Context: an optimization exercise on an open-source flow, tuned for small area. The choices shown serve that exercise and are no tape-out recipe. Only simulation tests tie the RTL to the original design; equivalence was not proved. The clock input has no modelled driver; a real chip could not lean on it and would need a root buffer or a full tree. Power is estimated from default activity; no workload was simulated.

==> flow/design.v <==
module countdown_timer (
	input              clk,
	input              rst_n,
	input              PB0_flag,
	input              PB1_flag,
	output logic       PB0_read,
	output logic       PB1_read,
	output logic [6:0] seg_sec0,
	output logic [6:0] seg_sec1,
	output logic [6:0] seg_min0,
	output logic [6:0] seg_min1,
	output logic       finish_flag
);
localparam logic [2:0] IDLE0 = 3'd0, IDLE1 = 3'd4, INC0 = 3'd1, INC1 = 3'd5, FIN0 = 3'd2, FIN1 = 3'd6, ACTIVE = 3'd3, DECREMENT = 3'd7;
logic [2:0] state, next_state;
logic       decrement_flag;
logic       z_s0, z_s1, z_m0, z_m1, n_m0;
logic [13:0] cnt;
wire last = ~cnt[13] & ~cnt[12] & ~cnt[11] & cnt[10] & cnt[9] & ~cnt[8] &
            ~cnt[7] & ~cnt[6] & ~cnt[5] & cnt[4] & ~cnt[3] & cnt[1];
wire is_zero = z_s0 & z_s1 & z_m0 & z_m1;
wire idle = (state == IDLE0) || (state == IDLE1);
wire inc  = (state == INC0)  || (state == INC1);
wire fin  = (state == FIN0)  || (state == FIN1);
wire dec  = (state == DECREMENT);
assign finish_flag = (state == IDLE1) || (state == INC1) || (state == FIN1);
always_ff @(posedge clk or negedge rst_n) begin
	if (!rst_n) state <= IDLE0;
	else        state <= next_state;
end
always_comb begin
	PB0_read   = 1'b0;
	PB1_read   = 1'b0;
	next_state = state;
	case (state)
		IDLE0, IDLE1: begin
			if (PB0_flag) begin
				next_state = INC0;
				PB0_read   = 1'b1;
			end else if (PB1_flag) begin
				next_state = ACTIVE;
				PB1_read   = 1'b1;
			end else begin
				next_state = IDLE0;
			end
		end
		INC0, INC1: next_state = IDLE0;
		ACTIVE: begin
			if (PB1_flag) begin
				next_state = IDLE0;
				PB1_read   = 1'b1;
			end else if (is_zero) begin
				next_state = FIN0;
			end else if (decrement_flag) begin
				next_state = DECREMENT;
			end
		end
		DECREMENT: next_state = ACTIVE;
		FIN0, FIN1: begin
			if (PB0_flag) begin
				next_state = INC1;
				PB0_read   = 1'b1;
			end else if (PB1_flag) begin
				next_state = IDLE1;
				PB1_read   = 1'b1;
			end else begin
				next_state = FIN1;
			end
		end
		default: begin
			next_state = 'x;
			PB0_read   = 1'bx;
			PB1_read   = 1'bx;
		end
	endcase
end
always_ff @(posedge clk) begin
	if (idle || last) cnt <= {decrement_flag, 13'd0};
	else              cnt <= {cnt[12:0], ~(cnt[13] ^ cnt[12])};
end
always_ff @(posedge clk or negedge rst_n) begin
	if (!rst_n)                              decrement_flag <= 1'b0;
	else if (dec)                            decrement_flag <= 1'b0;
	else if (state == ACTIVE && last)        decrement_flag <= 1'b1;
end
wire b0  = dec & z_s0;           
wire b1  = b0 & z_s1;            
wire b2  = b1 & z_m0;            
wire c0  = inc & n_m0;           
digit_sec0 sec0 (.clk, .rst_n, .dn(dec),          .seg(seg_sec0), .is0(z_s0));
digit_sec1 sec1 (.clk, .rst_n, .dn(b0),           .seg(seg_sec1), .is0(z_s1));
digit_min0 min0 (.clk, .rst_n, .up(inc), .dn(b1), .seg(seg_min0), .is0(z_m0), .is9(n_m0));
digit_min1 min1 (.clk, .rst_n, .up(c0),  .dn(b2), .seg(seg_min1), .is0(z_m1), .is9());
endmodule
module LED_blinker (
	input  clk,
	input  enable,
	input  rst_n,
	output led
);
localparam logic [12:0] START = 13'd2160;    
logic [12:0] lf;
logic        toggle;
wire last = lf[12] & lf[10] & ~lf[9] & ~lf[7] & ~lf[6] & lf[5] & lf[3] &
            ~lf[2] & ~lf[1] & ~lf[0];
always_ff @(posedge clk or negedge rst_n) begin
	if (!rst_n) begin
		lf     <= START;
		toggle <= 1'b0;
	end else begin
		lf     <= {lf[11:0], ~(lf[3] ^ lf[12]) ^ last};
		toggle <= toggle ^ last;
	end
end
assign led = toggle & enable;
endmodule
module digit_min0 (
	input              clk,
	input              rst_n,
	input              up,       
	input              dn,       
	output logic [6:0] seg,      
	output logic       is0,
	output logic       is9
);
logic [3:0] q;
logic [3:0] q_dn;
logic [3:0] q_up;
assign q_dn[0] = (q[0] & ~q[3]) | (~q[0] & ~q[1] & q[3]);
assign q_up[0] = q[1];
assign q_dn[1] = q[0];
assign q_up[1] = q[2];
assign q_dn[2] = q[1];
assign q_up[2] = q[3];
assign q_dn[3] = q[2];
assign q_up[3] = (q[0] & ~q[1]) | (~q[0] & q[1]) | (~q[1] & q[2] & q[3]);
assign seg[0] = (~q[0] & q[1]);
assign seg[1] = (q[0] & q[2]);
assign seg[2] = (q[0] & ~q[2] & q[3]);
assign seg[3] = (q[1] & ~q[2]) | (~q[0] & q[1]);
assign seg[4] = ~((q[2] & ~q[3]) | (q[0] & ~q[1]));
assign seg[5] = (q[1] & ~q[2]) | (~q[1] & q[2] & q[3]) | (q[0] & ~q[2] & q[3]);
assign seg[6] = (q[1] & ~q[2]) | (~q[0] & ~q[3]);
assign is0 = (~q[0] & ~q[1] & ~q[3]);
assign is9 = (~q[0] & ~q[2] & q[3]);
always_ff @(posedge clk or negedge rst_n) begin
	if (!rst_n)   q <= 4'b0100;
	else if (up) q <= q_up;
	else if (dn) q <= q_dn;
end
endmodule
module digit_min1 (
	input              clk,
	input              rst_n,
	input              up,       
	input              dn,       
	output logic [6:0] seg,      
	output logic       is0,
	output logic       is9
);
logic [3:0] q;
logic [3:0] q_dn;
logic [3:0] q_up;
assign q_dn[0] = (q[0] & ~q[3]) | (~q[0] & ~q[1] & q[3]);
assign q_up[0] = q[1];
assign q_dn[1] = q[0];
assign q_up[1] = q[2];
assign q_dn[2] = q[1];
assign q_up[2] = q[3];
assign q_dn[3] = q[2];
assign q_up[3] = (q[0] & ~q[1]) | (~q[0] & q[1]) | (~q[1] & q[2] & q[3]);
assign seg[0] = (~q[0] & q[1]);
assign seg[1] = (q[0] & q[2]);
assign seg[2] = (q[0] & ~q[2] & q[3]);
assign seg[3] = (q[1] & ~q[2]) | (~q[0] & q[1]);
assign seg[4] = ~((q[2] & ~q[3]) | (q[0] & ~q[1]));
assign seg[5] = (q[1] & ~q[2]) | (~q[1] & q[2] & q[3]) | (q[0] & ~q[2] & q[3]);
assign seg[6] = (q[1] & ~q[2]) | (~q[0] & ~q[3]);
assign is0 = (~q[0] & ~q[1] & ~q[3]);
assign is9 = (~q[0] & ~q[2] & q[3]);
always_ff @(posedge clk or negedge rst_n) begin
	if (!rst_n)   q <= 4'b0100;
	else if (up) q <= q_up;
	else if (dn) q <= q_dn;
end
endmodule
module PB_state (
	input        clk,
	input        rst_n,
	input        PB0,
	input        PB1,
	input        PB0_read,
	input        PB1_read,
	output logic PB0_flag,
	output logic PB1_flag
);
logic PB0_old, PB1_old;
always_ff @(posedge clk or negedge rst_n) begin
	if (!rst_n) begin
		PB0_old  <= 1'b0;
		PB1_old  <= 1'b0;
		PB0_flag <= 1'b0;
		PB1_flag <= 1'b0;
	end else begin
		PB0_old  <= PB0;
		PB1_old  <= PB1;
		PB0_flag <= (PB0_old & ~PB0) | (PB0_flag & ~PB0_read);
		PB1_flag <= (PB1_old & ~PB1) | (PB1_flag & ~PB1_read);
	end
end
endmodule
module digit_sec0 (
	input              clk,
	input              rst_n,
	input              dn,       
	output logic [6:0] seg,      
	output logic       is0
);
logic [3:0] q;
logic [3:0] q_dn;
assign q_dn[0] = (~q[2] & ~q[3]) | (~q[1] & ~q[3]) | (~q[1] & ~q[2]) | (~q[0] & q[3]);
assign q_dn[1] = q[0];
assign q_dn[2] = q[1];
assign q_dn[3] = q[2];
assign seg[0] = (q[0] & ~q[2] & q[3]);
assign seg[1] = (~q[0] & ~q[2]) | (~q[1] & ~q[3]);
assign seg[2] = (~q[0] & ~q[1]);
assign seg[3] = (q[0] & q[3]);
assign seg[4] = (q[0] & q[3]) | (q[2] & ~q[3]);
assign seg[5] = (~q[0] & ~q[3]) | (~q[1] & q[3]);
assign seg[6] = (~q[2] & ~q[3]) | (q[0] & ~q[1] & q[3]);
assign is0 = (~q[2] & ~q[3]);
always_ff @(posedge clk or negedge rst_n) begin
	if (!rst_n)   q <= 4'b0011;
	else if (dn) q <= q_dn;
end
endmodule
module digit_sec1 (
	input              clk,
	input              rst_n,
	input              dn,       
	output logic [6:0] seg,      
	output logic       is0
);
logic [2:0] q;
logic [2:0] q_dn;
assign q_dn[0] = (~q[1] & q[2]) | (q[0] & q[1]);
assign q_dn[1] = (q[0] & q[2]) | (~q[0] & ~q[1]);
assign q_dn[2] = ~q[0];
assign seg[0] = (q[0] & ~q[1]) | (~q[1] & q[2]);
assign seg[1] = (~q[0] & q[1]);
assign seg[2] = (q[1] & ~q[2]);
assign seg[3] = (q[0] & ~q[1]) | (~q[1] & q[2]);
assign seg[4] = (q[0] & ~q[1]) | q[2];
assign seg[5] = q[0];
assign seg[6] = (~q[1] & ~q[2]);
assign is0 = (~q[0] & ~q[2]);
always_ff @(posedge clk or negedge rst_n) begin
	if (!rst_n)   q <= 3'b000;
	else if (dn) q <= q_dn;
end
endmodule
module top (
	input        MAX10_CLK1_50,
	input        SW0,	 
	input  [1:0] KEY,
	output [7:0] HEX0,
	output [7:0] HEX1,
	output [7:0] HEX2,
	output [7:0] HEX3,
	output [9:0] LEDR
);
wire rst_n = ~SW0;
wire PB0_read, PB1_read, PB0_flag, PB1_flag, finish_flag, led;
countdown_timer timer (
	.clk(MAX10_CLK1_50), .rst_n, .PB0_flag, .PB1_flag, .PB0_read, .PB1_read,
	.seg_sec0(HEX0[6:0]), .seg_sec1(HEX1[6:0]), .seg_min0(HEX2[6:0]),
	.seg_min1(HEX3[6:0]), .finish_flag
);
PB_state read_PBs (
	.clk(MAX10_CLK1_50), .rst_n, .PB0(KEY[0]), .PB1(KEY[1]),
	.PB0_read, .PB1_read, .PB0_flag, .PB1_flag
);
LED_blinker blinker (
	.clk(MAX10_CLK1_50), .rst_n, .enable(finish_flag), .led
);
assign HEX0[7] = 1'b1;
assign HEX1[7] = 1'b1;
assign HEX2[7] = 1'b0;
assign HEX3[7] = 1'b1;
assign LEDR = {10{led}};
endmodule
==> flow/flow/run.sh <==
#!/bin/bash
# Layout flow: the standard flow (standard.sh), with these changes:
#  1. after the standard synthesis, its combinational logic is mapped again
#     (remap.ys: Yosys + an area-oriented ABC script, abc_amap.script).
#     Three rounds of four runs (four ABC seeds) each start from the smallest
#     netlist so far. Every register cell of the
#     standard synthesis is kept unchanged (name and cell type), and Yosys
#     proves each result equivalent to the standard netlist (equiv.ys); the
#     smallest proven netlist is used.
#  2. port buffers use the smallest buffer cell
set -euo pipefail
here=$(pwd)
res=$here/orfs/results/sky130hd/top/base
lib=$FLOW_HOME/platforms/sky130hd/lib/sky130_fd_sc_hd__tt_025C_1v80.lib
yosys_bin=$(command -v yosys || echo "$FLOW_HOME/../tools/install/yosys/bin/yosys")
rd=$here/remap
mkdir -p "$rd"

bash standard.sh synth > "$here/synth_make.log" 2>&1
std=$here/std_1_2_yosys.v
cp "$res/1_2_yosys.v" "$std"

regs() { grep -oE 'sky130_fd_sc_hd__(df|edf|sdf)[a-z0-9_]* [^ ]+' "$1" | sort; }
area() { grep "Chip area" "$1" | awk '{print $NF}'; }
std_regs=$(regs "$std")

job() {  # $1 = input netlist, $2 = tag, $3 = seed, $4 = mapper
  local in=$1 t=$2 s=$3 m=$4
  sed -e "s#@T@#40#" -e "s#@SEED@#$s#" "flow/abc_$m.script" > "$rd/$t.abc"
  sed -e "s#@LIB@#$lib#g" -e "s#@IN@#$in#" -e "s#@OUT@#$rd/$t.v#" -e "s#@ABC@#$rd/$t.abc#" \
      flow/remap.ys > "$rd/$t.ys"
  "$yosys_bin" -l "$rd/$t.log" -q "$rd/$t.ys" > /dev/null 2>&1 || return 0
  "$yosys_bin" -q -l "$rd/${t}_area.log" \
    -p "read_liberty -lib $lib; read_verilog $rd/$t.v; hierarchy -top top; stat -liberty $lib" \
    > /dev/null 2>&1 || return 0
  sed -e "s#@LIB@#$lib#g" -e "s#@GOLD@#$std#" -e "s#@GATE@#$rd/$t.v#" flow/equiv.ys > "$rd/${t}_equiv.ys"
  "$yosys_bin" -l "$rd/${t}_equiv.log" -q "$rd/${t}_equiv.ys" > /dev/null 2>&1 && touch "$rd/${t}.proven"
  return 0
}

best=""; best_area=""
cur=$std
for r in 1 2 3; do
  tags=()
  for s in $((4*r-3)) $((4*r-2)) $((4*r-1)) $((4*r)); do
    t="r${r}_s${s}"; tags+=("$t")
    job "$cur" "$t" "$s" amap &
  done
  wait
  for t in "${tags[@]}"; do
    [[ -f "$rd/$t.proven" ]] || continue
    [[ "$(regs "$rd/$t.v")" == "$std_regs" ]] || continue
    a=$(area "$rd/${t}_area.log")
    echo "$t: area $a" >> "$rd/choice.log"
    if [[ -z "$best" ]] || awk "BEGIN{exit !($a < $best_area)}"; then best=$t; best_area=$a; fi
  done
  [[ -n "$best" ]] && cur=$rd/$best.v
done

if [[ -n "$best" ]]; then
  cp "$rd/$best.v" "$res/1_2_yosys.v"
  rm -f "$res/1_synth.odb" "$res/1_synth.sdc"
  echo "using $best" >> "$rd/choice.log"
else
  echo "no usable remap: standard netlist kept" >> "$rd/choice.log"
fi

bash standard.sh BUFFER_PORTS_ARGS="-buffer_cell sky130_fd_sc_hd__buf_1" \
  CTS_ARGS="-sink_clustering_enable -repair_clock_nets -dont_use_dummy_load" \
  POST_CTS_TCL="$here/flow/post_cts.tcl" \
  finish > "$here/flow_make.log" 2>&1
==> flow/flow/abc_amap.script <==
strash
&get -n
&deepsyn -T @T@ -S @SEED@
&put
dch -f
amap
topo
stime -c
==> flow/flow/equiv.ys <==
# Proves that the re-mapped netlist does what the standard synthesis's does.
read_liberty -ignore_miss_func @LIB@
read_verilog @GOLD@
rename top gold
read_verilog @GATE@
rename top gate
flatten gold gate
opt_clean
async2sync
equiv_make gold gate equiv
hierarchy -top equiv
equiv_simple -seq 5
equiv_induct -seq 5
equiv_status -assert
==> flow/flow/post_cts.tcl <==
set block [ord::get_db_block]
set clk_port_net [[$block findBTerm MAX10_CLK1_50] getNet]
set root ""
foreach it [$clk_port_net getITerms] {
  set inst [$it getInst]
  if {[string match sky130_fd_sc_hd__clkbuf_* [[$inst getMaster] getName]]} { set root $inst }
}
set rootnet [[$root findITerm X] getNet]
set leaves {}
foreach it [$rootnet getITerms] { if {[$it getInst] != $root} { lappend leaves $it } }
puts "root [$root getName] drives [llength $leaves] pins"
if {[llength $leaves] + [llength [$clk_port_net getITerms]] - 1 <= 4} {
  foreach it $leaves { $it disconnect; $it connect $clk_port_net }
  foreach it [$root getITerms] { $it disconnect }
  odb::dbInst_destroy $root
  odb::dbNet_destroy $rootnet
  puts "root buffer removed; the clock port drives [llength [$clk_port_net getITerms]] pins"
}
==> flow/flow/remap.ys <==
# Re-map the combinational logic of the standard synthesis's netlist with
# this flow's ABC script; every register cell is kept as it is (same
# instance, same cell), so the registers match the standard synthesis.
read_liberty -ignore_miss_func @LIB@
read_verilog @IN@
hierarchy -top top
setattr -mod -set keep_hierarchy 1 sky130_fd_sc_hd__df* sky130_fd_sc_hd__edf* sky130_fd_sc_hd__sdf*
flatten
opt_clean -purge
abc -script @ABC@ -liberty @LIB@ -dont_use sky130_fd_sc_hd__lpflow_bleeder_1 -dont_use sky130_fd_sc_hd__lpflow_clkbufkapwr_1 -dont_use sky130_fd_sc_hd__lpflow_clkbufkapwr_16 -dont_use sky130_fd_sc_hd__lpflow_clkbufkapwr_2 -dont_use sky130_fd_sc_hd__lpflow_clkbufkapwr_4 -dont_use sky130_fd_sc_hd__lpflow_clkbufkapwr_8 -dont_use sky130_fd_sc_hd__lpflow_clkinvkapwr_1 -dont_use sky130_fd_sc_hd__lpflow_clkinvkapwr_16 -dont_use sky130_fd_sc_hd__lpflow_clkinvkapwr_2 -dont_use sky130_fd_sc_hd__lpflow_clkinvkapwr_4 -dont_use sky130_fd_sc_hd__lpflow_clkinvkapwr_8 -dont_use sky130_fd_sc_hd__lpflow_decapkapwr_12 -dont_use sky130_fd_sc_hd__lpflow_decapkapwr_3 -dont_use sky130_fd_sc_hd__lpflow_decapkapwr_4 -dont_use sky130_fd_sc_hd__lpflow_decapkapwr_6 -dont_use sky130_fd_sc_hd__lpflow_decapkapwr_8 -dont_use sky130_fd_sc_hd__lpflow_inputiso0n_1 -dont_use sky130_fd_sc_hd__lpflow_inputiso0p_1 -dont_use sky130_fd_sc_hd__lpflow_inputiso1n_1 -dont_use sky130_fd_sc_hd__lpflow_inputiso1p_1 -dont_use sky130_fd_sc_hd__lpflow_inputisolatch_1 -dont_use sky130_fd_sc_hd__lpflow_isobufsrc_1 -dont_use sky130_fd_sc_hd__lpflow_isobufsrc_16 -dont_use sky130_fd_sc_hd__lpflow_isobufsrc_2 -dont_use sky130_fd_sc_hd__lpflow_isobufsrc_4 -dont_use sky130_fd_sc_hd__lpflow_isobufsrc_8 -dont_use sky130_fd_sc_hd__lpflow_isobufsrckapwr_16 -dont_use sky130_fd_sc_hd__lpflow_lsbuf_lh_hl_isowell_tap_1 -dont_use sky130_fd_sc_hd__lpflow_lsbuf_lh_hl_isowell_tap_2 -dont_use sky130_fd_sc_hd__lpflow_lsbuf_lh_hl_isowell_tap_4 -dont_use sky130_fd_sc_hd__lpflow_lsbuf_lh_isowell_4 -dont_use sky130_fd_sc_hd__lpflow_lsbuf_lh_isowell_tap_1 -dont_use sky130_fd_sc_hd__lpflow_lsbuf_lh_isowell_tap_2 -dont_use sky130_fd_sc_hd__lpflow_lsbuf_lh_isowell_tap_4 -dont_use sky130_fd_sc_hd__probe_p_8 -dont_use sky130_fd_sc_hd__probec_p_8  -D 10000
opt_clean -purge
splitnets
opt_clean -purge
hilomap -singleton -hicell sky130_fd_sc_hd__conb_1 HI -locell sky130_fd_sc_hd__conb_1 LO
insbuf -buf sky130_fd_sc_hd__buf_4 A X
rename -hide w:_*
opt_clean -purge
select top
write_verilog -noattr -nohex -nodec -selected @OUT@
==> flow/standard.sh <==
#!/bin/bash
# synth_recipe.tcl (not shown) runs the flow's synth.tcl, then flattens the netlist and writes it again
# the make line also repeats each setting of config.mk as NAME=value (left out here)
make -C /OpenROAD-flow-scripts/flow DESIGN_CONFIG=/design/flow/config.mk WORK_HOME=/design/flow/orfs CLKGATE_MAP_FILE= SYNTH_SCRIPT=/design/flow/synth_recipe.tcl "${@:-finish}"
==> flow/config.mk <==
export PLATFORM = sky130hd
export DESIGN_NAME = top
export DESIGN_NICKNAME = top
export VERILOG_FILES = /design/flow/design.v
export SDC_FILE = /design/flow/constraint.sdc
export NUM_CORES = 4
export LEC_CHECK = 0
export CAP_MARGIN = 20
export CORE_MARGIN = 2
export CORE_UTILIZATION = 40
export SLEW_MARGIN = 20
==> flow/constraint.sdc <==
create_clock -name core_clock -period 10.0 [get_ports {MAX10_CLK1_50}]
set_input_delay 2.0000 -clock core_clock [delete_from_list [all_inputs] [get_ports {MAX10_CLK1_50}]]
set_output_delay 2.0000 -clock core_clock [all_outputs]
set_load 0.01 [all_outputs]
==> results of run 1 <==
## state kept, by name (all words and copies together), names as in the netlist, named ones only
name	cells
timer.min0.q	3
timer.sec0.q	4
read_PBs.PB1_old	1
blinker.toggle	1
timer.cnt	14
timer.decrement_flag	1
read_PBs.PB1_flag	1
blinker.lf	13
timer.sec1.q	2
timer.min1.q	3
read_PBs.PB0_old	1
read_PBs.PB0_flag	1
timer.state	3
## worst max-delay path by stage
stage / start / endpoint / slack (ps) / depth (start not counted)
after floorplan: timer.state[0]$_DFFE_PP0P_ / LEDR[1] / 6780 / 4
after global placement: timer.state[0]$_DFFE_PP0P_ / LEDR[0] / 6820 / 4
after detailed placement: timer.state[0]$_DFFE_PP0P_ / LEDR[7] / 6780 / 4
after global routing: timer.state[0]$_DFFE_PP0P_ / LEDR[3] / 6480 / 4
final: timer.state[0]$_DFFE_PP0P_ / LEDR[7] / 6610 / 4
## metrics by stage
stage | hold WS, ps | power (mW) | util (%) | area, um2 | instances
final | 351 | 0.659 | 45.3 | 2310 | 336
after global routing | 358 | 0.713 | 45.3 | 2310 | 336
after detailed placement | 342 | 0.579 | 44.2 | 2260 | 332
after global placement | 339 | 0.576 | 44.2 | 2260 | 332
after floorplan | 331 | 0.501 | - | 2120 | 235
## layout by cell type (no fill, tap or decap)
cell,instances
sky130_fd_sc_hd__or2_0,1
sky130_fd_sc_hd__a221o_1,1
sky130_fd_sc_hd__o22ai_1,7
sky130_fd_sc_hd__dfstp_2,8
sky130_fd_sc_hd__conb_1,4
sky130_fd_sc_hd__clkinv_1,39
sky130_fd_sc_hd__nand3_1,6
sky130_fd_sc_hd__nand4_1,3
sky130_fd_sc_hd__or4_1,1
sky130_fd_sc_hd__o21ai_0,15
sky130_fd_sc_hd__dfxtp_1,14
sky130_fd_sc_hd__o32ai_1,5
sky130_fd_sc_hd__nor3_1,4
sky130_fd_sc_hd__a22oi_1,3
sky130_fd_sc_hd__buf_4,1
sky130_fd_sc_hd__buf_1,41
sky130_fd_sc_hd__o41ai_1,1
sky130_fd_sc_hd__nor2b_1,7
sky130_fd_sc_hd__a31oi_1,1
sky130_fd_sc_hd__a21oi_1,10
sky130_fd_sc_hd__dfrtp_1,29
sky130_fd_sc_hd__nor2_1,41
sky130_fd_sc_hd__nand2_1,16
sky130_fd_sc_hd__clkbuf_8,4
sky130_fd_sc_hd__nor4_1,1
sky130_fd_sc_hd__o31ai_1,1
sky130_fd_sc_hd__o22a_1,1
sky130_fd_sc_hd__a222oi_1,1
## layer usage
metal	vias to the layer above	share of wire (%)
met5	-	0
met4	0	0.86
met3	4	4.5
met2	42	43
met1	737	51
li1	822	-
## worst register-to-register path, cell delays in order (launching register included)
cell and delay, ps:
sky130_fd_sc_hd__dfrtp_1 400, sky130_fd_sc_hd__clkinv_1 180, sky130_fd_sc_hd__nor2_1 220, sky130_fd_sc_hd__nand2_1 190, sky130_fd_sc_hd__nor2_1 300, sky130_fd_sc_hd__nand2_1 160, sky130_fd_sc_hd__nor2_1 220, sky130_fd_sc_hd__clkinv_1 130
sky130_fd_sc_hd__nand2_1 120, sky130_fd_sc_hd__o22a_1 120, sky130_fd_sc_hd__o21ai_0 70
## final cells by class
type / count / area [um2]
Tap cell: 70 / 87.6
Clock buffer: 4 / 55.1
Fill cell: 509 / 2790
Inverter: 39 / 146
Multi-Input combinational cell: 130 / 648
Timing Repair Buffer: 42 / 161
Sequential cell: 51 / 1220
## where the power goes
part,switching [mW],internal (mW)
Combinational,0.169,0.0917
Clock,0.0488,0.0367
Sequential,0.0520,0.261
==> impl_results.html, run 1 <==
<table>
<tr><th>Metric</th><th>Value</th></tr>
<tr><th colspan="2">Status</th></tr>
<tr><td>Result of the run</td><td>complete, no violations</td></tr>
<tr><th colspan="2">Synth</th></tr>
<tr><td>Number of warnings issued by yosys</td><td>7</td></tr>
<tr><td>Average instance area after synthesis</td><td>9.08 um2</td></tr>
<tr><td>Area of the mapped netlist</td><td>0.00212 mm2</td></tr>
<tr><td>Number of instances in the synthesized netlist</td><td>233</td></tr>
<tr><th colspan="2">Die</th></tr>
<tr><td>Die Wd</td><td>76.7 um</td></tr>
<tr><td>Floorplan Core Area</td><td>0.00511 mm2</td></tr>
<tr><td>Die footprint</td><td>0.00589 mm2</td></tr>
<tr><td>Effective utilization at floorplan</td><td>41.4%</td></tr>
<tr><td>Die height</td><td>76.7 um</td></tr>
<tr><td>FP Rows</td><td>26</td></tr>
<tr><td>I/O pin count</td><td>46</td></tr>
<tr><th colspan="2">Worst setup path</th></tr>
<tr><td>Worst R2R Path Depth</td><td>10</td></tr>
<tr><td>Longest individual stage delay on the worst path</td><td>420 ps</td></tr>
<tr><td>Endpoint of the worst-slack reg-to-reg timing path</td><td>timer.min1.q[3]$_DFFE_PP0P_</td></tr>
<tr><td>CP Max Fanout</td><td>10</td></tr>
<tr><td>Arrival time at the worst endpoint</td><td>1390 ps</td></tr>
<tr><td>Kind of end point of the critical path</td><td>primary output</td></tr>
<tr><td>Worst path bufs/invs</td><td>2</td></tr>
<tr><td>Req. time, crit path</td><td>8000 ps</td></tr>
<tr><td>Slowest stage cell, crit path</td><td>sky130_fd_sc_hd__dfrtp_1</td></tr>
<tr><td>Category of cells accounting for the largest share of critical-path delay</td><td>simple AND/OR/NAND/NOR gates</td></tr>
<tr><td>Startpoint types</td><td>flop</td></tr>
<tr><td>Most frequent cell on the critical path</td><td>sky130_fd_sc_hd__nor2_1</td></tr>
<tr><td>Worst reg2reg path startpoint</td><td>timer.state[0]$_DFFE_PP0P_</td></tr>
<tr><td>Worst path cell trace</td><td>clkinv_1 &gt; nor2_1 &gt; nor2_1 &gt; buf_1</td></tr>
<tr><td>Register-to-register setup slack</td><td>7780 ps</td></tr>
<tr><td>Start-to-end type of the worst setup path</td><td>reg2out</td></tr>
<tr><th colspan="2">Cells and area</th></tr>
<tr><td>Post-synthesis to final-layout area growth</td><td>9.40%</td></tr>
<tr><td>Ratio of cells with drive above 1 in the final layout</td><td>4.89%</td></tr>
<tr><td>Net count, final</td><td>272</td></tr>
<tr><td>Number of diodes</td><td>0</td></tr>
<tr><th colspan="2">Routing</th></tr>
<tr><td>Vias</td><td>1605</td></tr>
<tr><td>Wirelength per Cell</td><td>11.1 um</td></tr>
<tr><td>DR DRC count</td><td>0</td></tr>
<tr><td>Wire length after detailed routing</td><td>3.74 mm</td></tr>
<tr><td>First-pass DRT Iterations</td><td>5</td></tr>
<tr><td>Detailed Route Iter0 Violations</td><td>98</td></tr>
<tr><td>Drt via density</td><td>4.78</td></tr>
<tr><td>Post-DRT Antenna Nets</td><td>0</td></tr>
<tr><th colspan="2">Worst hold path</th></tr>
<tr><td>Instance count along the most critical hold path</td><td>0</td></tr>
<tr><td>Terminating pin of the worst hold path</td><td>blinker.lf[5]$_DFF_PP1_</td></tr>
<tr><td>Type of the worst min-delay path</td><td>reg2reg</td></tr>
<tr><td>Min-Delay Startpoint</td><td>blinker.lf[4]$_DFF_PP1_</td></tr>
<tr><th colspan="2">Timing</th></tr>
<tr><td>Final slew viol count</td><td>0</td></tr>
<tr><td>Setup slack of the critical path after layout</td><td>6610 ps</td></tr>
<tr><td>Rel. slew slack</td><td>65.7%</td></tr>
<tr><td>Crit share post-route</td><td>33.9%</td></tr>
<tr><td>Final hold viol count</td><td>0</td></tr>
<tr><td>Finish-stage setup viols</td><td>0</td></tr>
<tr><td>Final sum of negative setup slack</td><td>0 ps</td></tr>
<tr><td>Clk_skew</td><td>6.62 ps</td></tr>
<tr><td>Max Fclk</td><td>0.295 GHz</td></tr>
<tr><td>Actual slew at the worst max-slew pin</td><td>513 ps</td></tr>
<tr><td>Period minus WS final</td><td>3390 ps</td></tr>
<tr><td>Unrepaired setup endpoints after global routing</td><td>no</td></tr>
<tr><th colspan="2">Global route</th></tr>
<tr><td>Largest net degree at the start of global routing</td><td>38</td></tr>
<tr><td>Global-route usage over all layers</td><td>13.2%</td></tr>
<tr><td>Initial antenna violation count</td><td>0</td></tr>
<tr><td>Busiest layer in global routing</td><td>met2</td></tr>
<tr><td>Global-route wire length before repair</td><td>6.27 mm</td></tr>
<tr><td>Grt ovf</td><td>0</td></tr>
<tr><td>Vias in the first global route</td><td>1405</td></tr>
<tr><td>Met1 Use GR</td><td>18.8%</td></tr>
<tr><td>Global routing met3 resource utilization</td><td>3.18%</td></tr>
<tr><td>GRT met2 Usage</td><td>19.8%</td></tr>
<tr><th colspan="2">Place</th></tr>
<tr><td>Input/output buffers</td><td>41</td></tr>
<tr><td>Estimated wirelength of the detail-placed design</td><td>2.79 mm</td></tr>
<tr><td>DP Worst Slack</td><td>6780 ps</td></tr>
<tr><td>Last weighted congestion value of the routability-driven placer</td><td>0.793</td></tr>
<tr><th colspan="2">CTS</th></tr>
<tr><td>Count of clock tree sinks</td><td>51</td></tr>
<tr><td>Clock transition at the registers of the reported paths</td><td>80 ps</td></tr>
<tr><td>Worst-skew pair later-pin latency</td><td>140 ps</td></tr>
<tr><th colspan="2">Pwr</th></tr>
<tr><td>Leakage power of the design</td><td>0.921 nW</td></tr>
<tr><td>Peak ir drop on the vdd network</td><td>0.131 mV</td></tr>
<tr><td>Power density over the cells</td><td>285 mW/mm2</td></tr>
<tr><th colspan="2">Flow run</th></tr>
<tr><td>Max Cap Viol</td><td>0</td></tr>
</table>
==> inputs of run 2 (changes only) <==
--- a/flow/flow/run.sh
+++ b/flow/flow/run.sh
@@ -6,7 +6,10 @@
 #     netlist so far. Every register cell of the
 #     standard synthesis is kept unchanged (name and cell type), and Yosys
-#     proves each result equivalent to the standard netlist (equiv.ys); the
+#     proves each result equivalent to the standard netlist (cutregs.py cuts
+#     the registers out of both, equiv.ys compares the logic by SAT); the
 #     smallest proven netlist is used.
-#  2. port buffers use the smallest buffer cell
+#     The tie-high and tie-low cells are merged into one cell (mergeties.py).
+#  2. port buffers use the smallest buffer cell; tie cells are not split
+#     per load
 set -euo pipefail
 here=$(pwd)
@@ -24,4 +27,5 @@
 area() { grep "Chip area" "$1" | awk '{print $NF}'; }
 std_regs=$(regs "$std")
+python3 flow/cutregs.py "$std" "$rd/std_cut.v" || true
 
 job() {  # $1 = input netlist, $2 = tag, $3 = seed, $4 = mapper
@@ -31,8 +35,10 @@
       flow/remap.ys > "$rd/$t.ys"
   "$yosys_bin" -l "$rd/$t.log" -q "$rd/$t.ys" > /dev/null 2>&1 || return 0
+  python3 flow/mergeties.py "$rd/$t.v" || return 0
   "$yosys_bin" -q -l "$rd/${t}_area.log" \
     -p "read_liberty -lib $lib; read_verilog $rd/$t.v; hierarchy -top top; stat -liberty $lib" \
     > /dev/null 2>&1 || return 0
-  sed -e "s#@LIB@#$lib#g" -e "s#@GOLD@#$std#" -e "s#@GATE@#$rd/$t.v#" flow/equiv.ys > "$rd/${t}_equiv.ys"
+  python3 flow/cutregs.py "$rd/$t.v" "$rd/${t}_cut.v" || return 0
+  sed -e "s#@LIB@#$lib#g" -e "s#@GOLD@#$rd/std_cut.v#" -e "s#@GATE@#$rd/${t}_cut.v#" flow/equiv.ys > "$rd/${t}_equiv.ys"
   "$yosys_bin" -l "$rd/${t}_equiv.log" -q "$rd/${t}_equiv.ys" > /dev/null 2>&1 && touch "$rd/${t}.proven"
   return 0
@@ -69,3 +75,4 @@
   CTS_ARGS="-sink_clustering_enable -repair_clock_nets -dont_use_dummy_load" \
   POST_CTS_TCL="$here/flow/post_cts.tcl" \
+  SKIP_REPAIR_TIE_FANOUT=1 \
   finish > "$here/flow_make.log" 2>&1
==> flow/flow/cutregs.py (new file) <==
#!/usr/bin/env python3
"""Cut every register cell out of a Yosys-written gate netlist: its output
becomes an input port and each of its other pins an output port, named after
the register's instance name, so two netlists with the same registers can be
compared as combinational logic.  usage: cutregs.py IN.v OUT.v"""
import re, sys, hashlib
src = open(sys.argv[1]).read()
inst_re = re.compile(r'(sky130_fd_sc_hd__(?:df|edf|sdf)\w*)\s+(\\\S+\s|[^\s(]+)\s*\((.*?)\);', re.S)
ins, outs, assigns = [], [], []
def key(name):
    return "r" + hashlib.sha1(name.strip().encode()).hexdigest()[:12]
def repl(m):
    cell, name, body = m.group(1), m.group(2), m.group(3)
    k = key(name)
    for pin, net in re.findall(r'\.(\w+)\(([^()]*)\)', body):
        net = net.strip()
        if not net:
            continue
        if net.startswith("\\"):
            net += " "   # an escaped name ends at white space
        if pin in ("Q", "Q_N"):
            p = f"{k}_{pin}"; ins.append(p); assigns.append(f"  assign {net} = {p};")
        else:
            p = f"{k}_{pin}"; outs.append(p); assigns.append(f"  assign {p} = {net};")
    return ""
body = inst_re.sub(repl, src)
m = re.search(r'module\s+top\s*\((.*?)\);', body, re.S)
ports = m.group(1).strip()
newports = ports + "".join(", " + p for p in ins + outs)
decl = "".join(f"\n  input {p};" for p in ins) + "".join(f"\n  output {p};" for p in outs)
body = body[:m.start()] + f"module top({newports});" + decl + body[m.end():]
body = body.replace("endmodule", "\n".join(assigns) + "\nendmodule", 1)
open(sys.argv[2], "w").write(body)
==> flow/flow/equiv.ys (replaced) <==
# Proves that a re-mapped netlist does what the standard synthesis's does.
# Both have the same register cells (same instances), so cutregs.py has cut
# every register into an input (its output pin) and outputs (its other
# pins); the two combinational netlists are then compared by SAT.
read_liberty -ignore_miss_func @LIB@
read_verilog @GOLD@
rename top gold
read_verilog @GATE@
rename top gate
flatten gold gate
opt_clean
miter -equiv -flatten -make_assert -ignore_gold_x gold gate miter
hierarchy -top miter
sat -verify -prove-asserts miter
==> flow/flow/mergeties.py (new file) <==
#!/usr/bin/env python3
"""Merge the tie-high and tie-low cells of a Yosys-written netlist into one
sky130_fd_sc_hd__conb_1 (it has both a HI and a LO output).
usage: mergeties.py NETLIST.v (rewritten in place)"""
import re, sys
f = sys.argv[1]
s = open(f).read()
cell = re.compile(r'  sky130_fd_sc_hd__conb_1 (\S+) \(\s*\.(HI|LO)\(([^()]*)\)\s*\);\n')
ties = cell.findall(s)
hi = [t for t in ties if t[1] == "HI"]
lo = [t for t in ties if t[1] == "LO"]
if len(hi) == 1 and len(lo) == 1:
    s = cell.sub("", s)
    merged = (f"  sky130_fd_sc_hd__conb_1 {hi[0][0]} (\n    .HI({hi[0][2]}),\n"
              f"    .LO({lo[0][2]})\n  );\n")
    s = s.replace("endmodule", merged + "endmodule", 1)
    open(f, "w").write(s)
==> impl_results.html, run 2 <==
<table>
<tr><th>Metric</th><th>Value</th></tr>
<tr><th colspan="2">Status</th></tr>
<tr><td>Result of the run</td><td>complete, no violations</td></tr>
<tr><th colspan="2">Worst hold path</th></tr>
<tr><td>Min-Delay Startpoint</td><td>blinker.lf[5]$_DFF_PP1_</td></tr>
<tr><td>Type of the worst min-delay path</td><td>reg2reg</td></tr>
<tr><th colspan="2">Cells and area</th></tr>
<tr><td>Highest-count cells in the layout ignoring fill and taps</td><td>sky130_fd_sc_hd__nor2_1 (41), sky130_fd_sc_hd__buf_1 (41), sky130_fd_sc_hd__clkinv_1 (39), sky130_fd_sc_hd__dfrtp_1 (29), sky130_fd_sc_hd__nand2_1 (16)</td></tr>
<tr><td>Fillcell total</td><td>529</td></tr>
<tr><td>Max reg flops</td><td>14</td></tr>
<tr><td>Post-layout instance count excluding filler cells</td><td>333</td></tr>
<tr><td>Net count, final</td><td>270</td></tr>
<tr><td>Area used by sequential logic in the layout</td><td>0.00122 mm2</td></tr>
<tr><td>Post-synthesis to final-layout area growth</td><td>9.06%</td></tr>
<tr><td>Post-route design area</td><td>0.00230 mm2</td></tr>
<tr><td>Reg with most FFs</td><td>timer.cnt</td></tr>
<tr><td>Multi-input logic area</td><td>637 um2</td></tr>
<tr><td>Largest regs</td><td>timer.cnt x14, blinker.lf x13, timer.sec0.q x4</td></tr>
<tr><td>Number of diodes</td><td>0</td></tr>
<tr><td>Final cell utilization of the core</td><td>45.1%</td></tr>
<tr><td>Ratio of cells with drive above 1 in the final layout</td><td>4.94%</td></tr>
<tr><th colspan="2">Place</th></tr>
<tr><td>Input/output buffers</td><td>41</td></tr>
<tr><td>Placed inst area</td><td>0.00225 mm2</td></tr>
<tr><td>Placed Cells incl. Taps</td><td>329</td></tr>
<tr><td>Estimated wirelength of the detail-placed design</td><td>2.76 mm</td></tr>
<tr><td>Last weighted congestion value of the routability-driven placer</td><td>0.782</td></tr>
<tr><th colspan="2">Routing</th></tr>
<tr><td>Wirelength per Cell</td><td>11.0 um</td></tr>
<tr><td>First-pass DRT Iterations</td><td>4</td></tr>
<tr><td>Post-DRT Antenna Nets</td><td>0</td></tr>
<tr><td>DR DRC count</td><td>0</td></tr>
<tr><td>Vias</td><td>1576</td></tr>
<tr><td>Detailed Route Iter0 Violations</td><td>117</td></tr>
<tr><td>Wire length after detailed routing</td><td>3.66 mm</td></tr>
<tr><td>Drt via density</td><td>4.73</td></tr>
<tr><th colspan="2">Worst setup path</th></tr>
<tr><td>Kind of end point of the critical path</td><td>primary output</td></tr>
<tr><td>Critical Path Source</td><td>timer.state[0]$_DFFE_PP0P_</td></tr>
<tr><td>Worst reg2reg path startpoint</td><td>timer.state[0]$_DFFE_PP0P_</td></tr>
<tr><td>Start-to-end type of the worst setup path</td><td>reg2out</td></tr>
<tr><td>Arrival time at the worst endpoint</td><td>1340 ps</td></tr>
<tr><td>CP Max Fanout</td><td>10</td></tr>
<tr><td>Startpoint types</td><td>flop</td></tr>
<tr><td>Req. time, crit path</td><td>8000 ps</td></tr>
<tr><th colspan="2">Pwr</th></tr>
<tr><td>Peak ir drop on the vdd network</td><td>0.140 mV</td></tr>
<tr><td>Leakage power of the design</td><td>0.911 nW</td></tr>
<tr><td>Power density over the cells</td><td>285 mW/mm2</td></tr>
<tr><th colspan="2">Die</th></tr>
<tr><td>Die footprint</td><td>0.00588 mm2</td></tr>
<tr><td>Die Wd</td><td>76.7 um</td></tr>
<tr><td>Effective utilization at floorplan</td><td>41.4%</td></tr>
<tr><td>I/O pin count</td><td>46</td></tr>
<tr><td>Floorplan Core Area</td><td>0.00511 mm2</td></tr>
<tr><td>Die height</td><td>76.7 um</td></tr>
<tr><td>FP Rows</td><td>26</td></tr>
<tr><th colspan="2">Timing</th></tr>
<tr><td>Period minus WS final</td><td>3340 ps</td></tr>
<tr><td>Max Fclk</td><td>0.300 GHz</td></tr>
<tr><td>Final slew viol count</td><td>0</td></tr>
<tr><td>Unrepaired setup endpoints after global routing</td><td>no</td></tr>
<tr><td>Finish-stage setup viols</td><td>0</td></tr>
<tr><td>Clk_skew</td><td>20.6 ps</td></tr>
<tr><td>Crit share post-route</td><td>33.4%</td></tr>
<tr><td>Final hold viol count</td><td>0</td></tr>
<tr><td>Final sum of negative setup slack</td><td>0 ps</td></tr>
<tr><th colspan="2">Global route</th></tr>
<tr><td>Global routing met3 resource utilization</td><td>2.94%</td></tr>
<tr><td>Grt ovf</td><td>0</td></tr>
<tr><td>Global-route wire length before repair</td><td>6.76 mm</td></tr>
<tr><td>Vias in the first global route</td><td>1547</td></tr>
<tr><td>Met1 Use GR</td><td>18.3%</td></tr>
<tr><td>Largest net degree at the start of global routing</td><td>38</td></tr>
<tr><td>Initial antenna violation count</td><td>0</td></tr>
<tr><td>GRT met2 Usage</td><td>22.7%</td></tr>
<tr><td>Busiest layer in global routing</td><td>met2</td></tr>
<tr><td>Global-route usage over all layers</td><td>14.1%</td></tr>
<tr><th colspan="2">Synth</th></tr>
<tr><td>Number of warnings issued by yosys</td><td>7</td></tr>
<tr><td>Number of instances in the synthesized netlist</td><td>232</td></tr>
<tr><td>Average instance area after synthesis</td><td>9.10 um2</td></tr>
<tr><td>Area of the mapped netlist</td><td>0.00211 mm2</td></tr>
<tr><th colspan="2">CTS</th></tr>
<tr><td>Count of clock tree sinks</td><td>51</td></tr>
<tr><td>Worst-skew pair later-pin latency</td><td>150 ps</td></tr>
<tr><td>Clock transition at the registers of the reported paths</td><td>90 ps</td></tr>
<tr><th colspan="2">Flow run</th></tr>
<tr><td>Max Cap Viol</td><td>0</td></tr>
</table>
==> run 2: layout make-up <==
type,count,area share [%]
clock buffer,4,2.39
inverter,39,6.36
multi-input combinational,127,27.6
sequential,51,52.8
tap,70,3.80
timing repair buffer,42,7.01
==> run 2: worst paths after layout <==
kind                                                to  slack (ps)  cells after the start
setup / recovery                               LEDR[5]        6660                      4
hold / removal                 blinker.lf[6]$_DFF_PP1_         340                      0
setup reg to reg           timer.min1.q[2]$_DFFE_PP1P_        7730                     11
hold reg to reg                blinker.lf[6]$_DFF_PP1_         340                      0
max in group asynchronous  timer.min1.q[2]$_DFFE_PP1P_        7730                      3
min in group asynchronous      blinker.lf[7]$_DFF_PP0_        1890                      3
==> run 2: critical path, cell delays in order, from the launching register on <==
cell and delay [ps]:
sky130_fd_sc_hd__dfrtp_1 410, sky130_fd_sc_hd__clkinv_1 120, sky130_fd_sc_hd__nor2_1 90, sky130_fd_sc_hd__nor2_1 390, sky130_fd_sc_hd__buf_1 200
==> run 2: report_power, final <==
part	switching, mW	total, mW	leakage (nW)	internal [mW]
Clock	0.0491	0.0858	0.0288	0.0367
Combinational	0.167	0.259	0.324	0.0918
Sequential	0.0501	0.311	0.558	0.261
==> run 2: stage by stage <==
step / setup slack (ps) / total power, mW / hold WS [ps]
after floorplan: 6780 / 0.501 / 331
after global placement: 6840 / 0.576 / 339
after detailed placement: 6790 / 0.578 / 345
after global routing: 6480 / 0.721 / 341
final: 6660 / 0.656 / 341
==> run 2: metal layers <==
metal / wire (um) / up-vias
li1: - / 814
met1: 1780 / 720
met2: 1660 / 36
met3: 156 / 6
met4: 68 / 0
met5: 0 / -
==> inputs of run 3 (changes only) <==
--- a/flow/flow/post_cts.tcl
+++ b/flow/flow/post_cts.tcl
@@ -17,2 +17,68 @@
   puts "root buffer removed; the clock port drives [llength [$clk_port_net getITerms]] pins"
 }
+
+set leaves {}
+foreach it [$clk_port_net getITerms] {
+  set inst [$it getInst]
+  if {[string match sky130_fd_sc_hd__clkbuf_* [[$inst getMaster] getName]]} { lappend leaves $inst }
+}
+proc max_clock_pin_slew {} {
+  estimate_parasitics -placement
+  set worst 0
+  foreach p [get_pins -hierarchical */CLK] {
+    set sl [get_property $p slew_max]
+    if {$sl > $worst} { set worst $sl }
+  }
+  return $worst
+}
+
+if {[llength $leaves] == 4} {
+  set min 1e9
+  set victim ""
+  foreach l $leaves {
+    set n [llength [[[$l findITerm X] getNet] getITerms]]
+    if {$n < $min} { set min $n; set victim $l }
+  }
+  set vname [$victim getName]
+  set vmaster [$victim getMaster]
+  set vloc [$victim getLocation]
+  set vorient [$victim getOrient]
+  set vnet [[$victim findITerm X] getNet]
+  set vnetname [$vnet getName]
+  set moved {}
+  foreach it [$vnet getITerms] {
+    if {[$it getInst] == $victim} continue
+    lassign [[$it getInst] getLocation] sx sy
+    set best ""
+    set bd 1e18
+    foreach l $leaves {
+      if {$l == $victim} continue
+      lassign [$l getLocation] lx ly
+      set d [expr {abs($lx - $sx) + abs($ly - $sy)}]
+      if {$d < $bd} { set bd $d; set best $l }
+    }
+    $it disconnect
+    $it connect [[$best findITerm X] getNet]
+    lappend moved $it
+  }
+  foreach it [$victim getITerms] { $it disconnect }
+  odb::dbInst_destroy $victim
+  odb::dbNet_destroy $vnet
+  set slew [max_clock_pin_slew]
+  if {$slew > 0.115} {
+    # too slow a clock edge: put the leaf buffer back as it was
+    set b [odb::dbInst_create $block $vmaster $vname]
+    $b setOrient $vorient
+    $b setLocation {*}$vloc
+    $b setPlacementStatus PLACED
+    set n [odb::dbNet_create $block $vnetname]
+    $n setSigType CLOCK
+    [$b findITerm A] connect $clk_port_net
+    [$b findITerm X] connect $n
+    foreach it $moved { $it disconnect; $it connect $n }
+    global_connect
+    puts "kept leaf clock buffer $vname (estimated clock pin slew $slew ns with it removed)"
+  } else {
+    puts "removed leaf clock buffer $vname ([llength $moved] sinks moved; estimated clock pin slew $slew ns)"
+  }
+}
==> impl_results.html, run 3 <==
<table>
<tr><th>Metric</th><th>Value</th></tr>
<tr><th colspan="2">Timing</th></tr>
<tr><td>Period minus WS final</td><td>3420 ps</td></tr>
<tr><td>Setup slack of the critical path after layout</td><td>6580 ps</td></tr>
<tr><td>Final slew viol count</td><td>0</td></tr>
<tr><td>Final sum of negative setup slack</td><td>0 ps</td></tr>
<tr><td>Max Fclk</td><td>0.293 GHz</td></tr>
<tr><td>Finish-stage setup viols</td><td>0</td></tr>
<tr><td>Final hold viol count</td><td>0</td></tr>
<tr><td>Clk_skew</td><td>15.3 ps</td></tr>
<tr><td>Crit share post-route</td><td>34.2%</td></tr>
<tr><td>Unrepaired setup endpoints after global routing</td><td>no</td></tr>
<tr><th colspan="2">Die</th></tr>
<tr><td>Floorplan Core Area</td><td>0.00511 mm2</td></tr>
<tr><td>FP Rows</td><td>26</td></tr>
<tr><td>Die height</td><td>76.7 um</td></tr>
<tr><td>Effective utilization at floorplan</td><td>41.4%</td></tr>
<tr><td>Die footprint</td><td>0.00588 mm2</td></tr>
<tr><td>Die Wd</td><td>76.7 um</td></tr>
<tr><td>I/O pin count</td><td>46</td></tr>
<tr><th colspan="2">Status</th></tr>
<tr><td>Result of the run</td><td>complete, no violations</td></tr>
<tr><th colspan="2">Global route</th></tr>
<tr><td>Largest net degree at the start of global routing</td><td>38</td></tr>
<tr><td>Global-route wire length before repair</td><td>6.31 mm</td></tr>
<tr><td>Grt ovf</td><td>0</td></tr>
<tr><td>Initial antenna violation count</td><td>0</td></tr>
<tr><td>Vias in the first global route</td><td>1396</td></tr>
<tr><td>Global-route usage over all layers</td><td>13.0%</td></tr>
<tr><th colspan="2">Worst setup path</th></tr>
<tr><td>Req. time, crit path</td><td>8000 ps</td></tr>
<tr><td>Startpoint types</td><td>flop</td></tr>
<tr><td>Arrival time at the worst endpoint</td><td>1420 ps</td></tr>
<tr><td>Start-to-end type of the worst setup path</td><td>reg2out</td></tr>
<tr><td>Most frequent cell on the critical path</td><td>sky130_fd_sc_hd__clkinv_1</td></tr>
<tr><td>CP Max Fanout</td><td>10</td></tr>
<tr><td>Slowest stage cell, crit path</td><td>sky130_fd_sc_hd__dfrtp_1</td></tr>
<tr><td>Kind of end point of the critical path</td><td>primary output</td></tr>
<tr><td>Worst path bufs/invs</td><td>3</td></tr>
<tr><td>Worst path cell trace</td><td>clkinv_1 &gt; nor2_1 &gt; clkinv_1 &gt; and3_1 &gt; buf_1</td></tr>
<tr><td>Longest individual stage delay on the worst path</td><td>400 ps</td></tr>
<tr><td>Category of cells accounting for the largest share of critical-path delay</td><td>simple AND/OR/NAND/NOR gates</td></tr>
<tr><th colspan="2">Place</th></tr>
<tr><td>Estimated wirelength of the detail-placed design</td><td>2.75 mm</td></tr>
<tr><td>DP Worst Slack</td><td>6760 ps</td></tr>
<tr><td>Last weighted congestion value of the routability-driven placer</td><td>0.821</td></tr>
<tr><td>Input/output buffers</td><td>41</td></tr>
<tr><th colspan="2">Cells and area</th></tr>
<tr><td>Commonest non-fill, non-tap cell in the layout</td><td>sky130_fd_sc_hd__nor2_1</td></tr>
<tr><td>Ratio of cells with drive above 1 in the final layout</td><td>4.62%</td></tr>
<tr><td>Largest regs</td><td>timer.cnt x14, blinker.lf x13, timer.sec0.q x4</td></tr>
<tr><td>Reg with most FFs</td><td>timer.cnt</td></tr>
<tr><td>Max reg flops</td><td>14</td></tr>
<tr><td>Final cell utilization of the core</td><td>44.9%</td></tr>
<tr><td>Number of diodes</td><td>0</td></tr>
<tr><td>Net count, final</td><td>267</td></tr>
<tr><td>Highest-count cells in the layout ignoring fill and taps</td><td>sky130_fd_sc_hd__nor2_1 (46), sky130_fd_sc_hd__buf_1 (41), sky130_fd_sc_hd__clkinv_1 (38), sky130_fd_sc_hd__dfrtp_1 (29), sky130_fd_sc_hd__o21ai_0 (15)</td></tr>
<tr><td>Post-synthesis to final-layout area growth</td><td>8.41%</td></tr>
<tr><th colspan="2">Pwr</th></tr>
<tr><td>Peak ir drop on the vdd network</td><td>0.128 mV</td></tr>
<tr><td>Leakage power of the design</td><td>0.905 nW</td></tr>
<tr><td>Power density over the cells</td><td>236 mW/mm2</td></tr>
<tr><th colspan="2">Flow run</th></tr>
<tr><td>Max Cap Viol</td><td>0</td></tr>
<tr><th colspan="2">Routing</th></tr>
<tr><td>DR DRC count</td><td>0</td></tr>
<tr><td>First-pass DRT Iterations</td><td>4</td></tr>
<tr><td>Vias</td><td>1559</td></tr>
<tr><td>Wire length after detailed routing</td><td>3.64 mm</td></tr>
<tr><td>Wirelength per Cell</td><td>11.0 um</td></tr>
<tr><td>Drt via density</td><td>4.72</td></tr>
<tr><td>Post-DRT Antenna Nets</td><td>0</td></tr>
<tr><td>Detailed Route Iter0 Violations</td><td>85</td></tr>
<tr><th colspan="2">Synth</th></tr>
<tr><td>Average instance area after synthesis</td><td>9.19 um2</td></tr>
<tr><td>Number of instances in the synthesized netlist</td><td>230</td></tr>
<tr><td>Number of warnings issued by yosys</td><td>7</td></tr>
<tr><td>Area of the mapped netlist</td><td>0.00211 mm2</td></tr>
<tr><th colspan="2">CTS</th></tr>
<tr><td>Count of clock tree sinks</td><td>51</td></tr>
<tr><td>Clock transition at the registers of the reported paths</td><td>100 ps</td></tr>
<tr><td>Worst-skew pair later-pin latency</td><td>160 ps</td></tr>
<tr><th colspan="2">Worst hold path</th></tr>
<tr><td>Type of the worst min-delay path</td><td>reg2reg</td></tr>
</table>
[run 3: worst reg2reg max path, cell delays in order (launching register included)]
cell and delay, ps:
sky130_fd_sc_hd__dfrtp_1 400, sky130_fd_sc_hd__clkinv_1 130, sky130_fd_sc_hd__nor2_1 190, sky130_fd_sc_hd__nand2_1 270, sky130_fd_sc_hd__nor2_1 300, sky130_fd_sc_hd__clkinv_1 160, sky130_fd_sc_hd__nand2_1 120, sky130_fd_sc_hd__o21ai_0 100
sky130_fd_sc_hd__nand2_1 80, sky130_fd_sc_hd__o221ai_1 100
[run 3: per-layer routing]
| layer | up-vias | global-route usage [%] | share of wire, % |
|---|---|---|---|
| li1 | 814 | - | - |
| met1 | 711 | 18.5 | 50 |
| met4 | 0 | 4.55 | 1.5 |
| met3 | 5 | 2.59 | 4.6 |
| met5 | - | 0 | 0 |
| met2 | 29 | 19.9 | 44 |
[run 3: worst paths after layout]
path	startpoint	end	slack [ps]	depth (start not counted)
worst min register to register	blinker.lf[4]$_DFF_PP1_	blinker.lf[5]$_DFF_PP1_	360	0
max in group asynchronous	SW0	timer.sec0.q[1]$_DFFE_PP1P_	7770	3
min in group asynchronous	SW0	blinker.lf[0]$_DFF_PP0_	1890	3
worst max-delay path	timer.state[0]$_DFFE_PP0P_	LEDR[5]	6580	5
worst min-delay path	blinker.lf[4]$_DFF_PP1_	blinker.lf[5]$_DFF_PP1_	360	0
worst max register to register	timer.state[0]$_DFFE_PP0P_	timer.min1.q[3]$_DFFE_PP0P_	8050	9
[run 3: per-stage QoR]
step / total power [mW] / instance area (um2) / cells / hold slack [ps]
2_1_floorplan: 0.417 / 2110 / 230 / 331
3_3_place_gp: 0.468 / 2250 / 327 / 335
3_5_place_dp: 0.469 / 2250 / 327 / 345
5_1_grt: 0.584 / 2290 / 330 / 372
6_report: 0.540 / 2290 / 330 / 364
[run 3: power breakdown]
| part | total, mW | internal, mW | switching (mW) |
|---|---|---|---|
| Sequential | 0.283 | 0.248 | 0.0349 |
| Combinational | 0.180 | 0.0615 | 0.118 |
| Clock | 0.0772 | 0.0279 | 0.0493 |
[run 3: area by class of cell, without the clock buffers]
class | count | area, um2
Fill cell | 516 | 2820
Multi-Input combinational cell | 126 | 642
Sequential cell | 51 | 1220
Tap cell | 70 | 87.6
Timing Repair Buffer | 42 | 161
Inverter | 38 | 143
==> inputs of run 4 (changes only) <==
--- a/flow/flow/run.sh
+++ b/flow/flow/run.sh
@@ -9,5 +9,6 @@
 #     the registers out of both, equiv.ys compares the logic by SAT); the
 #     smallest proven netlist is used.
-#     The tie-high and tie-low cells are merged into one cell (mergeties.py).
+#     postmap.py merges the tie-high and tie-low cells into one cell and gives
+#     the inverter that drives the registers' reset pins a 2x cell.
 #  2. port buffers use the smallest buffer cell; tie cells are not split
 #     per load
@@ -35,5 +36,5 @@
       flow/remap.ys > "$rd/$t.ys"
   "$yosys_bin" -l "$rd/$t.log" -q "$rd/$t.ys" > /dev/null 2>&1 || return 0
-  python3 flow/mergeties.py "$rd/$t.v" || return 0
+  python3 flow/postmap.py "$rd/$t.v" || return 0
   "$yosys_bin" -q -l "$rd/${t}_area.log" \
     -p "read_liberty -lib $lib; read_verilog $rd/$t.v; hierarchy -top top; stat -liberty $lib" \
==> flow/flow/postmap.py (new file) <==
#!/usr/bin/env python3
"""Small clean-ups of a re-mapped netlist (Yosys-written), in place:
 - merge the tie-high and tie-low cells into one sky130_fd_sc_hd__conb_1
   (it has both a HI and a LO output);
 - the inverter that drives the registers' asynchronous reset/set pins gets
   the cell sky130_fd_sc_hd__inv_2 (same area as the 1x inverter, twice the
   drive).
usage: postmap.py NETLIST.v"""
import re, sys
f = sys.argv[1]
s = open(f).read()

cell = re.compile(r'  sky130_fd_sc_hd__conb_1 (\S+) \(\s*\.(HI|LO)\(([^()]*)\)\s*\);\n')
ties = cell.findall(s)
hi = [t for t in ties if t[1] == "HI"]
lo = [t for t in ties if t[1] == "LO"]
if len(hi) == 1 and len(lo) == 1:
    s = cell.sub("", s)
    merged = (f"  sky130_fd_sc_hd__conb_1 {hi[0][0]} (\n    .HI({hi[0][2]}),\n"
              f"    .LO({lo[0][2]})\n  );\n")
    s = s.replace("endmodule", merged + "endmodule", 1)

inst = re.compile(r'(sky130_fd_sc_hd__\w+)(\s+(?:\\\S+\s|[^\s(]+)\s*\()(.*?)\);', re.S)
count = {}
for m in inst.finditer(s):
    for pin, net in re.findall(r'\.(\w+)\(([^()]*)\)', m.group(3)):
        if pin in ("RESET_B", "SET_B"):
            count[net.strip()] = count.get(net.strip(), 0) + 1
if count:
    rnet = max(count, key=count.get)
    def swap(m):
        if m.group(1) in ("sky130_fd_sc_hd__clkinv_1", "sky130_fd_sc_hd__inv_1") and \
           re.search(r'\.Y\(\s*' + re.escape(rnet) + r'\s*\)', m.group(3)):
            return "sky130_fd_sc_hd__inv_2" + m.group(2) + m.group(3) + ");"
        return m.group(0)
    s = inst.sub(swap, s)
open(f, "w").write(s)
removed: flow/flow/mergeties.py
==> impl_results.html, run 4 <==
<table>
<tr><th>Metric</th><th>Value</th></tr>
<tr><th colspan="2">Status</th></tr>
<tr><td>Result of the run</td><td>complete, no violations</td></tr>
<tr><th colspan="2">Place</th></tr>
<tr><td>Placed inst area</td><td>0.00224 mm2</td></tr>
<tr><td>Input/output buffers</td><td>41</td></tr>
<tr><td>DP Worst Slack</td><td>6770 ps</td></tr>
<tr><td>Estimated wirelength of the detail-placed design</td><td>2.79 mm</td></tr>
<tr><td>Last weighted congestion value of the routability-driven placer</td><td>0.748</td></tr>
<tr><th colspan="2">Worst setup path</th></tr>
<tr><td>Category of cells accounting for the largest share of critical-path delay</td><td>simple AND/OR/NAND/NOR gates</td></tr>
<tr><td>Arrival time at the worst endpoint</td><td>1340 ps</td></tr>
<tr><td>Req. time, crit path</td><td>8000 ps</td></tr>
<tr><td>Startpoint types</td><td>flop</td></tr>
<tr><td>Worst reg2reg path startpoint</td><td>timer.state[0]$_DFFE_PP0P_</td></tr>
<tr><td>Worst R2R Path Depth</td><td>10</td></tr>
<tr><td>Endpoint of the worst-slack reg-to-reg timing path</td><td>timer.min1.q[3]$_DFFE_PP0P_</td></tr>
<tr><td>Longest individual stage delay on the worst path</td><td>410 ps</td></tr>
<tr><td>Worst path cell trace</td><td>clkinv_1 &gt; nor2_1 &gt; nor2_1 &gt; buf_1</td></tr>
<tr><td>Register-to-register setup slack</td><td>7730 ps</td></tr>
<tr><td>CP Max Fanout</td><td>10</td></tr>
<tr><td>Most frequent cell on the critical path</td><td>sky130_fd_sc_hd__nor2_1</td></tr>
<tr><td>Kind of end point of the critical path</td><td>primary output</td></tr>
<tr><td>Start-to-end type of the worst setup path</td><td>reg2out</td></tr>
<tr><td>Worst path bufs/invs</td><td>2</td></tr>
<tr><td>Slowest stage cell, crit path</td><td>sky130_fd_sc_hd__dfrtp_1</td></tr>
<tr><th colspan="2">Timing</th></tr>
<tr><td>Period minus WS final</td><td>3340 ps</td></tr>
<tr><td>Unrepaired setup endpoints after global routing</td><td>no</td></tr>
<tr><td>Rel. slew slack</td><td>51.2%</td></tr>
<tr><td>Final sum of negative setup slack</td><td>0 ps</td></tr>
<tr><td>Actual slew at the worst max-slew pin</td><td>731 ps</td></tr>
<tr><td>Final hold viol count</td><td>0</td></tr>
<tr><td>Crit share post-route</td><td>33.4%</td></tr>
<tr><td>Max Fclk</td><td>0.299 GHz</td></tr>
<tr><td>Clk_skew</td><td>20.6 ps</td></tr>
<tr><td>Final slew viol count</td><td>0</td></tr>
<tr><td>Setup slack of the critical path after layout</td><td>6660 ps</td></tr>
<tr><td>Finish-stage setup viols</td><td>0</td></tr>
<tr><th colspan="2">Cells and area</th></tr>
<tr><td>Net count, final</td><td>269</td></tr>
<tr><td>Multi-input logic area</td><td>637 um2</td></tr>
<tr><td>Fillcell total</td><td>529</td></tr>
<tr><td>Largest regs</td><td>timer.cnt x14, blinker.lf x13, timer.sec0.q x4</td></tr>
<tr><td>Max reg flops</td><td>14</td></tr>
<tr><td>Number of diodes</td><td>0</td></tr>
<tr><td>Post-synthesis to final-layout area growth</td><td>8.71%</td></tr>
<tr><td>Post-route design area</td><td>0.00230 mm2</td></tr>
<tr><td>Highest-count cells in the layout ignoring fill and taps</td><td>sky130_fd_sc_hd__nor2_1 (41), sky130_fd_sc_hd__buf_1 (41), sky130_fd_sc_hd__clkinv_1 (38), sky130_fd_sc_hd__dfrtp_1 (29), sky130_fd_sc_hd__nand2_1 (16)</td></tr>
<tr><td>Final cell utilization of the core</td><td>45.0%</td></tr>
<tr><td>Reg with most FFs</td><td>timer.cnt</td></tr>
<tr><td>Ratio of cells with drive above 1 in the final layout</td><td>4.96%</td></tr>
<tr><td>Area used by sequential logic in the layout</td><td>0.00122 mm2</td></tr>
<tr><th colspan="2">Die</th></tr>
<tr><td>I/O pin count</td><td>46</td></tr>
<tr><td>Die Wd</td><td>76.7 um</td></tr>
<tr><td>FP Rows</td><td>26</td></tr>
<tr><td>Die height</td><td>76.7 um</td></tr>
<tr><td>Effective utilization at floorplan</td><td>41.4%</td></tr>
<tr><td>Floorplan Core Area</td><td>0.00511 mm2</td></tr>
<tr><td>Die footprint</td><td>0.00588 mm2</td></tr>
<tr><th colspan="2">Synth</th></tr>
<tr><td>Average instance area after synthesis</td><td>9.10 um2</td></tr>
<tr><td>Number of warnings issued by yosys</td><td>7</td></tr>
<tr><td>Area of the mapped netlist</td><td>0.00211 mm2</td></tr>
<tr><td>Number of instances in the synthesized netlist</td><td>232</td></tr>
<tr><th colspan="2">Pwr</th></tr>
<tr><td>Final Power</td><td>0.660 mW</td></tr>
<tr><td>Power density over the cells</td><td>287 mW/mm2</td></tr>
<tr><td>Clock share of power</td><td>13.3%</td></tr>
<tr><td>Sw Ratio</td><td>41.0%</td></tr>
<tr><td>Switch Pwr</td><td>0.270 mW</td></tr>
<tr><td>Leakage power of the design</td><td>0.909 nW</td></tr>
<tr><td>Flop pwr share</td><td>47.2%</td></tr>
<tr><td>Peak ir drop on the vdd network</td><td>0.140 mV</td></tr>
<tr><td>P_int</td><td>0.389 mW</td></tr>
<tr><td>Combinational power share</td><td>39.5%</td></tr>
<tr><th colspan="2">Global route</th></tr>
<tr><td>Vias in the first global route</td><td>1518</td></tr>
<tr><td>Global-route usage over all layers</td><td>14.0%</td></tr>
<tr><td>Grt ovf</td><td>0</td></tr>
<tr><td>Initial antenna violation count</td><td>0</td></tr>
<tr><td>Global-route wire length before repair</td><td>6.74 mm</td></tr>
<tr><td>Largest net degree at the start of global routing</td><td>38</td></tr>
<tr><th colspan="2">Flow run</th></tr>
<tr><td>Max Cap Viol</td><td>0</td></tr>
<tr><th colspan="2">CTS</th></tr>
<tr><td>Count of clock tree sinks</td><td>51</td></tr>
<tr><td>Clock transition at the registers of the reported paths</td><td>90 ps</td></tr>
<tr><td>Worst-skew pair later-pin latency</td><td>150 ps</td></tr>
<tr><th colspan="2">Routing</th></tr>
<tr><td>Drt via density</td><td>4.72</td></tr>
<tr><td>Vias</td><td>1568</td></tr>
<tr><td>Wirelength per Cell</td><td>11.3 um</td></tr>
<tr><td>Wire length after detailed routing</td><td>3.74 mm</td></tr>
<tr><td>DR DRC count</td><td>0</td></tr>
<tr><td>First-pass DRT Iterations</td><td>4</td></tr>
<tr><td>Post-DRT Antenna Nets</td><td>0</td></tr>
<tr><td>Detailed Route Iter0 Violations</td><td>70</td></tr>
<tr><th colspan="2">Worst hold path</th></tr>
<tr><td>Terminating pin of the worst hold path</td><td>blinker.lf[6]$_DFF_PP1_</td></tr>
<tr><td>Min-Delay Startpoint</td><td>blinker.lf[5]$_DFF_PP1_</td></tr>
<tr><td>Instance count along the most critical hold path</td><td>0</td></tr>
<tr><td>Type of the worst min-delay path</td><td>reg2reg</td></tr>
</table>
-- run 4: area by class of cell, without the clock buffers --
class	count	area share, %
Buffer	1	0.599
Inverter	39	6.38
Multi-Input combinational cell	127	27.7
Sequential cell	51	53.0
Tap cell	70	3.81
Timing Repair Buffer	41	6.70
-- run 4: power by group through the flow --
stage          Clock, mW  Sequential (mW)  Combinational [mW]
2_1_floorplan          0            0.302               0.198
3_3_place_gp           0            0.315               0.260
3_5_place_dp           0            0.315               0.263
5_1_grt           0.0965            0.322               0.299
6_report          0.0876            0.311               0.261
-- run 4: through the flow --
stage	instances	hold slack [ps]
finish	332	354
floorplan	232	331
detailed placement	328	346
global route	332	354
global placement	328	339
-- run 4: routing by layer --
layer,track usage [%],wire length (um),up-vias
met5,0,0,-
met4,4.00,44,0
met3,3.65,175,4
met2,23.0,1720,35
met1,18.2,1790,715
li1,-,-,814
-- run 4: worst max path at each step --
stage              end                        from  cells past startpoint  slack (ps)
6_report       LEDR[9]  timer.state[0]$_DFFE_PP0P_                      4        6660
5_1_grt        LEDR[0]  timer.state[0]$_DFFE_PP0P_                      4        6520
3_5_place_dp   LEDR[9]  timer.state[0]$_DFFE_PP0P_                      4        6770
3_3_place_gp   LEDR[1]  timer.state[0]$_DFFE_PP0P_                      4        6850
2_1_floorplan  LEDR[1]  timer.state[0]$_DFFE_PP0P_                      4        6780
-- run 4: worst reg2reg max path, delay by kind of cell, from the launching register on --
kind	cells	cell delay [ps]
AO/OA/AOI/OAI	2	190
flip-flops	1	380
buffers and inverters	2	290
AND/OR/NAND/NOR	6	1280

## afterwards: timing with drivers on the ports
How much do the figures lean on ideal ports? The routed layouts below were timed once more, with nothing changed but the port constraints. Step 1, drivers: a clkbuf_16 drives MAX10_CLK1_50 and a buf_2 each remaining input, both assumed. Step 2 moves the port delays by t, midway between the first and last clock arrival at a register: inputs arrive t later, outputs are due t later. That takes back most of the time a late clock gives input paths. Three values: no drivers, after step 1, after step 2; two values: the first two.
| run | t (ns) | slack for setup (ns) | worst setup path at the end | slew at the worst register clock pin (ns) | worst slew at a driven data input, ns |
|---|---|---|---|---|---|
| run 1 | 0.192 | 6.612 / 6.560 / 6.752 | register to output | 0.08 / 0.08 | 0.03 |
| run 2 | 0.194 | 6.662 / 6.608 / 6.802 | register to output | 0.09 / 0.09 | 0.03 |
| run 3 | 0.199 | 6.582 / 6.537 / 6.736 | register to output | 0.11 / 0.11 | 0.04 |
| run 4 | 0.195 | 6.656 / 6.602 / 6.797 | register to output | 0.09 / 0.09 | 0.03 |
After both steps every run listed still meets setup and hold.
